This is an optimization exercise on Yosys and OpenROAD, whose aim is small area, a short achievable clock period and few clock cycles per item, not a production implementation. Where RTL was checked, it was by simulation tests only, not by an equivalence proof against the original. Power is estimated from default activity; no workload was simulated.

## JK
==> flow/design.v <==
module md5(
    input clk,
    input reset,
    input [0:8*8-1] input_num,
    input input_valid,
    output [0:128-1] output_hash,
    output output_valid
);
localparam [31:0] H0 = 32'h67452301;
localparam [31:0] H1 = 32'hefcdab89;
localparam [31:0] H2 = 32'h98badcfe;
localparam [31:0] H3 = 32'h10325476;
reg idle;        
reg rnd;         
reg fin;         
reg done;        
reg [6:0] i;     
reg [31:0] b, c, d, x;
reg [31:0] w0, w1;   
wire [31:0] in_w0 = {input_num[24:31], input_num[16:23], input_num[8:15], input_num[0:7]};
wire [31:0] in_w1 = {input_num[56:63], input_num[48:55], input_num[40:47], input_num[32:39]};
wire last_rnd = i[5:0] == 6'd63;
wire last_fin = i[1:0] == 2'd2;
wire idle_n = reset || (idle && !input_valid);
wire rnd_n = !reset && ((idle && input_valid) || (rnd && !last_rnd));
wire fin_n = !reset && ((rnd && last_rnd) || (fin && !last_fin));
wire done_n = !reset && (done || (fin && last_fin));
always @(posedge clk) begin
    idle <= idle_n;
    rnd <= rnd_n;
    fin <= fin_n;
    done <= done_n;
end
wire step = rnd || fin;
wire [6:0] i_next = idle ? 7'd0 : i + 7'd1;
always @(posedge clk)
    i <= i_next;
reg [4:0] fs;
reg [3:0] rc, rf;
reg [4:0] fs_n;
reg [3:0] rc_n, rf_n;
always @(*) begin
    fs_n = 5'd0;
    rc_n = 4'd0;
    rf_n = 4'd0;
    if (rnd_n) begin
        if (i_next[5:0] == 6'd0)
            fs_n[4] = 1'b1;
        else
            fs_n[i_next[5:4]] = 1'b1;
        rc_n[i_next[1:0]] = 1'b1;
        case ({i_next[5:4], i_next[1:0]})
            4'd0, 4'd1, 4'd2: rf_n[3] = 1'b1;
            4'd3: rf_n[2] = 1'b1;
            4'd4: rf_n[1] = 1'b1;
            4'd5, 4'd6, 4'd7: rf_n[0] = 1'b1;
            4'd8: rf_n[0] = 1'b1;
            4'd9, 4'd10: rf_n[2] = 1'b1;
            4'd11: rf_n[3] = 1'b1;
            4'd12: rf_n[2] = 1'b1;
            default: rf_n[1] = 1'b1;
        endcase
    end else if (fin_n) begin
        rc_n[0] = 1'b1;
        rf_n[0] = 1'b1;
    end
end
always @(posedge clk) begin
    fs <= fs_n;
    rc <= rc_n;
    rf <= rf_n;
end
reg [31:0] knext;
reg sel_w0, sel_w1;
always @(posedge clk) begin
    case (i_next)
        7'd0: knext <= 32'he8c7b756;
        7'd1: knext <= 32'h2420715b;
        7'd2: knext <= 32'hc1bdceee;
        7'd3: knext <= 32'hf57c0faf;
        7'd4: knext <= 32'h4787c62a;
        7'd5: knext <= 32'ha8304613;
        7'd6: knext <= 32'hfd469501;
        7'd7: knext <= 32'h698098d8;
        7'd8: knext <= 32'h8b44f7af;
        7'd9: knext <= 32'hffff5bb1;
        7'd10: knext <= 32'h895cd7be;
        7'd11: knext <= 32'h6b901122;
        7'd12: knext <= 32'hfd987193;
        7'd13: knext <= 32'ha67943ce;
        7'd14: knext <= 32'h49b40821;
        7'd15: knext <= 32'hf61e2562;
        7'd16: knext <= 32'hc040b340;
        7'd17: knext <= 32'h265e5a51;
        7'd18: knext <= 32'he9b6c7aa;
        7'd19: knext <= 32'hd62f105d;
        7'd20: knext <= 32'h02441453;
        7'd21: knext <= 32'hd8a1e681;
        7'd22: knext <= 32'he7d3fbc8;
        7'd23: knext <= 32'h21e1cde6;
        7'd24: knext <= 32'hc3370816;
        7'd25: knext <= 32'hf4d50d87;
        7'd26: knext <= 32'h455a14ed;
        7'd27: knext <= 32'ha9e3e905;
        7'd28: knext <= 32'hfcefa478;
        7'd29: knext <= 32'h676f02d9;
        7'd30: knext <= 32'h8d2a4c8a;
        7'd31: knext <= 32'hfffa3942;
        7'd32: knext <= 32'h8771f681;
        7'd33: knext <= 32'h6d9d6122;
        7'd34: knext <= 32'hfde5384c;
        7'd35: knext <= 32'ha4beea44;
        7'd36: knext <= 32'h4bdecfa9;
        7'd37: knext <= 32'hf6bb4b60;
        7'd38: knext <= 32'hbebfbc70;
        7'd39: knext <= 32'h289b7ec6;
        7'd40: knext <= 32'heaa127fa;
        7'd41: knext <= 32'hd4ef3085;
        7'd42: knext <= 32'h04881d05;
        7'd43: knext <= 32'hd9d4d039;
        7'd44: knext <= 32'he6db99e5;
        7'd45: knext <= 32'h1fa27cf8;
        7'd46: knext <= 32'hc4ac56e5;
        7'd47: knext <= 32'hf4292244;
        7'd48: knext <= 32'h432aff97;
        7'd49: knext <= 32'hab9423e7;
        7'd50: knext <= 32'hfc93a039;
        7'd51: knext <= 32'h655b59c3;
        7'd52: knext <= 32'h8f0ccc92;
        7'd53: knext <= 32'hffeff47d;
        7'd54: knext <= 32'h85845dd1;
        7'd55: knext <= 32'h6fa87e4f;
        7'd56: knext <= 32'hfe2ce6e0;
        7'd57: knext <= 32'ha3014314;
        7'd58: knext <= 32'h4e0811a1;
        7'd59: knext <= 32'hf7537e82;
        7'd60: knext <= 32'hbd3af235;
        7'd61: knext <= 32'h2ad7d33b;
        7'd62: knext <= 32'heb86d391;
        7'd63: knext <= 32'h67452301;
        7'd64: knext <= 32'h10325476;
        7'd65: knext <= 32'h98badcfe;
        7'd66: knext <= 32'hefcdab89;
        default: knext <= 32'h0;
    endcase
    sel_w0 <= i_next == 7'd18 || i_next == 7'd40 || i_next == 7'd47;
    sel_w1 <= i_next == 7'd0 || i_next == 7'd15 || i_next == 7'd35 || i_next == 7'd54;
end
wire [31:0] wnext = ({32{sel_w0}} & w0) | ({32{sel_w1}} & w1);
wire [31:0] x_a = idle ? 32'd0 : d;
wire [31:0] x_k = idle ? 32'hd76aa477 : knext;
wire [31:0] x_m = idle ? 32'd0 : wnext;
wire [31:0] x_next = x_a + x_k + x_m;
wire [31:0] f = ({32{fs[0]}} & ((b & c) | (~b & d)))
              | ({32{fs[1]}} & ((d & b) | (~d & c)))
              | ({32{fs[2]}} & (b ^ c ^ d))
              | ({32{fs[3]}} & (c ^ (b | ~d)))
              | ({32{fs[4]}} & w0);
wire [31:0] t = f + x;
wire [31:0] t1 = ({32{rc[0]}} & {t[27:0], t[31:28]})
               | ({32{rc[1]}} & {t[22:0], t[31:23]})
               | ({32{rc[2]}} & {t[17:0], t[31:18]})
               | ({32{rc[3]}} & {t[11:0], t[31:12]});
wire [31:0] t2 = ({32{rf[0]}} & t1)
               | ({32{rf[1]}} & {t1[30:0], t1[31]})
               | ({32{rf[2]}} & {t1[29:0], t1[31:30]})
               | ({32{rf[3]}} & {t1[28:0], t1[31:29]});
wire [31:0] bop = idle ? H1 : fin ? 32'd0 : b;
always @(posedge clk)
    b <= bop + t2;
always @(posedge clk) begin
    if (idle) begin
        c <= H2;
        d <= H3;
        w0 <= in_w0;
        w1 <= in_w1;
    end else if (step) begin
        c <= b;
        d <= c;
    end
end
always @(posedge clk) begin
    if (idle || step)
        x <= x_next;
end
wire [31:0] o0 = {d[3:0], d[31:4]};
wire [31:0] o2 = {b[3:0], b[31:4]};
wire [31:0] o3 = {c[3:0], c[31:4]};
assign output_valid = done;
assign output_hash = {o0[7:0], o0[15:8], o0[23:16], o0[31:24],
                      x[7:0], x[15:8], x[23:16], x[31:24],
                      o2[7:0], o2[15:8], o2[23:16], o2[31:24],
                      o3[7:0], o3[15:8], o3[23:16], o3[31:24]};
endmodule
Settings: LEC_CHECK=0, ABC_AREA=1, CAP_MARGIN=20, CORE_MARGIN=2, CORE_UTILIZATION=40, PLACE_DENSITY=0.6, SETUP_SLACK_MARGIN=4.75, SLEW_MARGIN=20; clock period 10.0 ns.
standard.sh (not shown) runs the stock make flow with config.mk's settings and CLKGATE_MAP_FILE= SYNTH_SCRIPT=/design/flow/synth_recipe.tcl, a recipe that flattens the netlist after the stock synthesis.
==> flow/flow/run.sh <==
#!/bin/bash
set -euo pipefail
export BUFFER_PORTS_ARGS="-buffer_cell sky130_fd_sc_hd__buf_1"
bash standard.sh > standard.log 2>&1
## Diff of input files: MS against JK
--- a/flow/design.v
+++ b/flow/design.v
@@ -34,21 +34,16 @@
 wire step = rnd || fin;
 wire [6:0] i_next = idle ? 7'd0 : i + 7'd1;
 always @(posedge clk)
     i <= i_next;
-reg [4:0] fs;
-reg [3:0] rc, rf;
-reg [4:0] fs_n;
-reg [3:0] rc_n, rf_n;
+reg [3:0] fs, rc, rf;
+reg [3:0] fs_n, rc_n, rf_n;
 always @(*) begin
-    fs_n = 5'd0;
+    fs_n = 4'd0;
     rc_n = 4'd0;
     rf_n = 4'd0;
     if (rnd_n) begin
-        if (i_next[5:0] == 6'd0)
-            fs_n[4] = 1'b1;
-        else
-            fs_n[i_next[5:4]] = 1'b1;
+        fs_n[i_next[5:4]] = 1'b1;
         rc_n[i_next[1:0]] = 1'b1;
         case ({i_next[5:4], i_next[1:0]})
             4'd0, 4'd1, 4'd2: rf_n[3] = 1'b1;
             4'd3: rf_n[2] = 1'b1;
@@ -146,17 +141,16 @@
     sel_w0 <= i_next == 7'd18 || i_next == 7'd40 || i_next == 7'd47;
     sel_w1 <= i_next == 7'd0 || i_next == 7'd15 || i_next == 7'd35 || i_next == 7'd54;
 end
 wire [31:0] wnext = ({32{sel_w0}} & w0) | ({32{sel_w1}} & w1);
-wire [31:0] x_a = idle ? 32'd0 : d;
-wire [31:0] x_k = idle ? 32'hd76aa477 : knext;
-wire [31:0] x_m = idle ? 32'd0 : wnext;
+wire [31:0] x_a = idle ? H0 : d;
+wire [31:0] x_k = idle ? 32'hd76aa478 : knext;
+wire [31:0] x_m = idle ? in_w0 : wnext;
 wire [31:0] x_next = x_a + x_k + x_m;
 wire [31:0] f = ({32{fs[0]}} & ((b & c) | (~b & d)))
               | ({32{fs[1]}} & ((d & b) | (~d & c)))
               | ({32{fs[2]}} & (b ^ c ^ d))
-              | ({32{fs[3]}} & (c ^ (b | ~d)))
-              | ({32{fs[4]}} & w0);
+              | ({32{fs[3]}} & (c ^ (b | ~d)));
 wire [31:0] t = f + x;
 wire [31:0] t1 = ({32{rc[0]}} & {t[27:0], t[31:28]})
                | ({32{rc[1]}} & {t[22:0], t[31:23]})
                | ({32{rc[2]}} & {t[17:0], t[31:18]})
## What came out
- Every run in the comparison, JK and MS, completed the flow with a clean layout.
- JK → MS: number of enable flip-flop cells after synthesis did not really move; first-iteration DRC count went up; sequential power went up; total met2 wirelength after detailed routing went down; flip-flop and latch count went down.
Testbench counts of MS, summed over its fixed seeds: cycles 26,872, hashes 384.
For JK, only the layout was checked, not whether the RTL still works.

[port drivers added, routing unchanged]
No port has a modelled driver above. Below, the same layouts with a new extraction and two added sets of constraints.
Step 1 (the two cells are an assumption about what drives the block):
set clk [get_ports {clk}]
set_driving_cell -lib_cell sky130_fd_sc_hd__clkbuf_16 $clk
set_driving_cell -lib_cell sky130_fd_sc_hd__buf_2 [delete_from_list [all_inputs] $clk]
Step 2, shift: input delay + t, output delay - t, t = (earliest + latest rising clock arrival at the registers) / 2. This alone moves slack from input paths to output paths.
Slacks: ideal ports / drivers / drivers and shift; pairs: ideal ports / drivers.
| run | shift t [ns] | slack for setup (ns) | latest minus earliest clock arrival (ns) |
|---|---|---|---|
| JK | 0.655 | 4.888 / 4.888 / 4.888 | 0.046 / 0.045 |
| MS | 0.635 | 4.996 / 4.996 / 4.733 | 0.034 / 0.035 |
After both steps setup and hold are still met in every run listed. The setup slack of MS, which loses most, moves by 0.000 ns with the drivers and by -0.263 ns with both steps.
